Context: an optimization exercise on an open-source flow, tuned for small area. The choices shown serve that exercise and are no tape-out recipe.
In this exercise RTL edits were held to simulation tests only and were not proved equivalent to the original.

==> inputs of trial 26 <==
// FFT16_SEQUENTIAL
module FFT16_SEQUENTIAL(A, Y, CLK, START, DONE, RESET);
input  [31:0] A;
output [31:0] Y;
input         CLK;
input         START;
output        DONE;
input         RESET;
reg [5:0] STATE;
reg       LAST_START;
always @(posedge CLK) begin
    if (RESET) begin
        LAST_START <= 1'b0;
        STATE      <= 6'd0;
    end else begin
        LAST_START <= START;
        case (STATE)
            6'd0:    STATE <= (~LAST_START & START) ? 6'd1 : 6'd0;
            6'd33:   STATE <= 6'd0;
            default: STATE <= STATE + 6'd1;
        endcase
    end
end
assign DONE = (STATE == 6'd18);
reg  [31:0] T [0:3][0:3];
wire [3:0] k    = STATE[3:0];
wire       act  = (STATE[5:4] == 2'b00);
wire       init = act & (STATE[3:2] == 2'b00);
wire [1:0] n    = k[3:2];
wire       g0   = n[0] & k[0];
wire [15:0] xh  = (g0 ? A[15:0]  : A[31:16]) & {16{act}};
wire [15:0] xl  = (g0 ? A[31:16] : A[15:0])  & {16{act}};
wire [31:0] tap [0:3];
genvar b;
generate
    for (b = 0; b < 4; b = b + 1) begin : ph1
        wire [1:0] br = k[1:0] - 2'd2 - b;
        wire [1:0] e  = n * br;
        wire       f  = (b % 2 == 1) ? n[0] : 1'b0;
        wire       sr = (f ? (e[0] ^ e[1]) : e[1]) & act;
        wire       si = (f ? e[1] : (e[0] ^ e[1])) & act;
        wire [31:0] acc = init ? 32'd0 : T[0][b];
        wire [15:0] yr, yi;
        wire [15:0] br_ = xh ^ {16{sr}};
        wire [15:0] bi_ = xl ^ {16{si}};
        wire [16:0] cr_, ci_;
        assign cr_[0] = sr;
        assign ci_[0] = si;
        genvar t;
        for (t = 0; t < 16; t = t + 1) begin : fa_
            FA3 ur (.a(acc[16+t]), .b(br_[t]), .c(cr_[t]), .s(yr[t]), .co(cr_[t+1]));
            FA3 ui (.a(acc[t]),    .b(bi_[t]), .c(ci_[t]), .s(yi[t]), .co(ci_[t+1]));
        end
        assign tap[b] = {yr, yi};
    end
endgenerate
wire        a_p   = (STATE == 6'd15) | (STATE == 6'd17);
wire        a_q   = (STATE == 6'd14) | (STATE == 6'd16);
wire        a_n1  = (STATE == 6'd17);
wire        a_n2  = a_n1 ^ a_q;
wire [31:0] a_in  = a_p ? T[2][0] : T[1][1];
wire [15:0] a_pp  = a_in[31:16];
wire [15:0] a_qq  = a_in[15:0];
wire [15:0] a_d1, a_d2;
wire [15:0] a_p1 = a_pp ^ {16{a_n1}}, a_q1 = a_qq ^ {16{a_n1}};
wire [15:0] a_p2 = a_pp ^ {16{a_n2}}, a_q2 = a_qq ^ {16{a_n2}};
wire dpx1, dpx2;
  ...
export LEC_CHECK = 0
export CAP_MARGIN = 20
export CORE_MARGIN = 2
export CORE_UTILIZATION = 40
export CTS_CLUSTER_DIAMETER = 80
export CTS_CLUSTER_SIZE = 30
export SETUP_SLACK_MARGIN = 0.1
export SLEW_MARGIN = 20
export SYNTH_HIERARCHICAL = 1
create_clock -name core_clock -period 14.0 [get_ports {CLK}]
run.sh (not shown) runs the stock make flow with config.mk's settings and CLKGATE_MAP_FILE= SYNTH_SCRIPT=/design/flow/synth_recipe.tcl, a recipe that flattens the netlist after the stock synthesis.
==> build 55 (differences from trial 26) <==
Settings changed: CORE_UTILIZATION 40 to 30, SETUP_SLACK_MARGIN 0.1 to 0.2.
==> comparison table <==
|  | trial 26 | build 55 |
|---|---|---|
| Status | no timing/DRC/antenna violations | no timing/DRC/antenna violations |
| Proportion of layout cells with a drive suffix above 1 | 0.152 | 0.155 |
| Placement Setup Slack | -0.175 ns | 0.0222 ns |
| Later-pin clock latency in the skew report | 0.58 ns | 0.63 ns |
| Fraction of area in registers | 0.278 | 0.272 |
| Clock network share of area | 0.0189 | 0.0268 |
| Total wire length | 85.6 mm | 86.4 mm |
| Crit path from | STATE[1] | STATE[0] |
| Vertical die dimension | 295 um | 341 um |
| Post-CTS Setup Inserts | 4 | 7 |
| Global-route met3 utilization | 0.0201 | 0.0199 |
| Chip width | 295 um | 341 um |
| Final HPWL DP | 71.7 mm | 71.8 mm |
| GRT Total Usage | 0.204 | 0.152 |
| Wire length on met2 | 41.5 mm | 39.4 mm |
| Non-clock buffer count in the final layout | 145 | 142 |
| Final Instance Count excl. Fillers | 3804 | 4180 |
| Register-to-Register Path Depth | 49 | 46 |
| Row cnt | 106 | 123 |
| Post-DR vias/cell | 4.81 | 4.37 |
| Utilization after layout | 0.446 | 0.340 |

static timing again, ports no longer ideal:
Ports are ideal in the flow. The routed layouts listed here were re-timed in OpenROAD.
Step 1 sets driving cells, clkbuf_16 on the clock port and buf_2 on the other inputs (assumed; they add their load-dependent delay and slew).
Step 2 also shifts input and output timing later by t, the mid clock arrival at the registers, as if the neighbouring blocks saw the same clock.
Slacks: ideal ports / drivers / drivers and shift; pairs: ideal ports / drivers.
run | t, ns | setup slack, ns | worst setup path at the end | worst data-port slew with drivers (ns) | pins driven straight from the clock port
trial 26 | 0.626 | 0.206 / 0.186 / 0.206 | register to register | 0.05 | 1
build 55 | 0.670 | 0.333 / 0.270 / 0.333 | register to register | 0.07 | 1
After both steps every run listed still meets setup and hold.
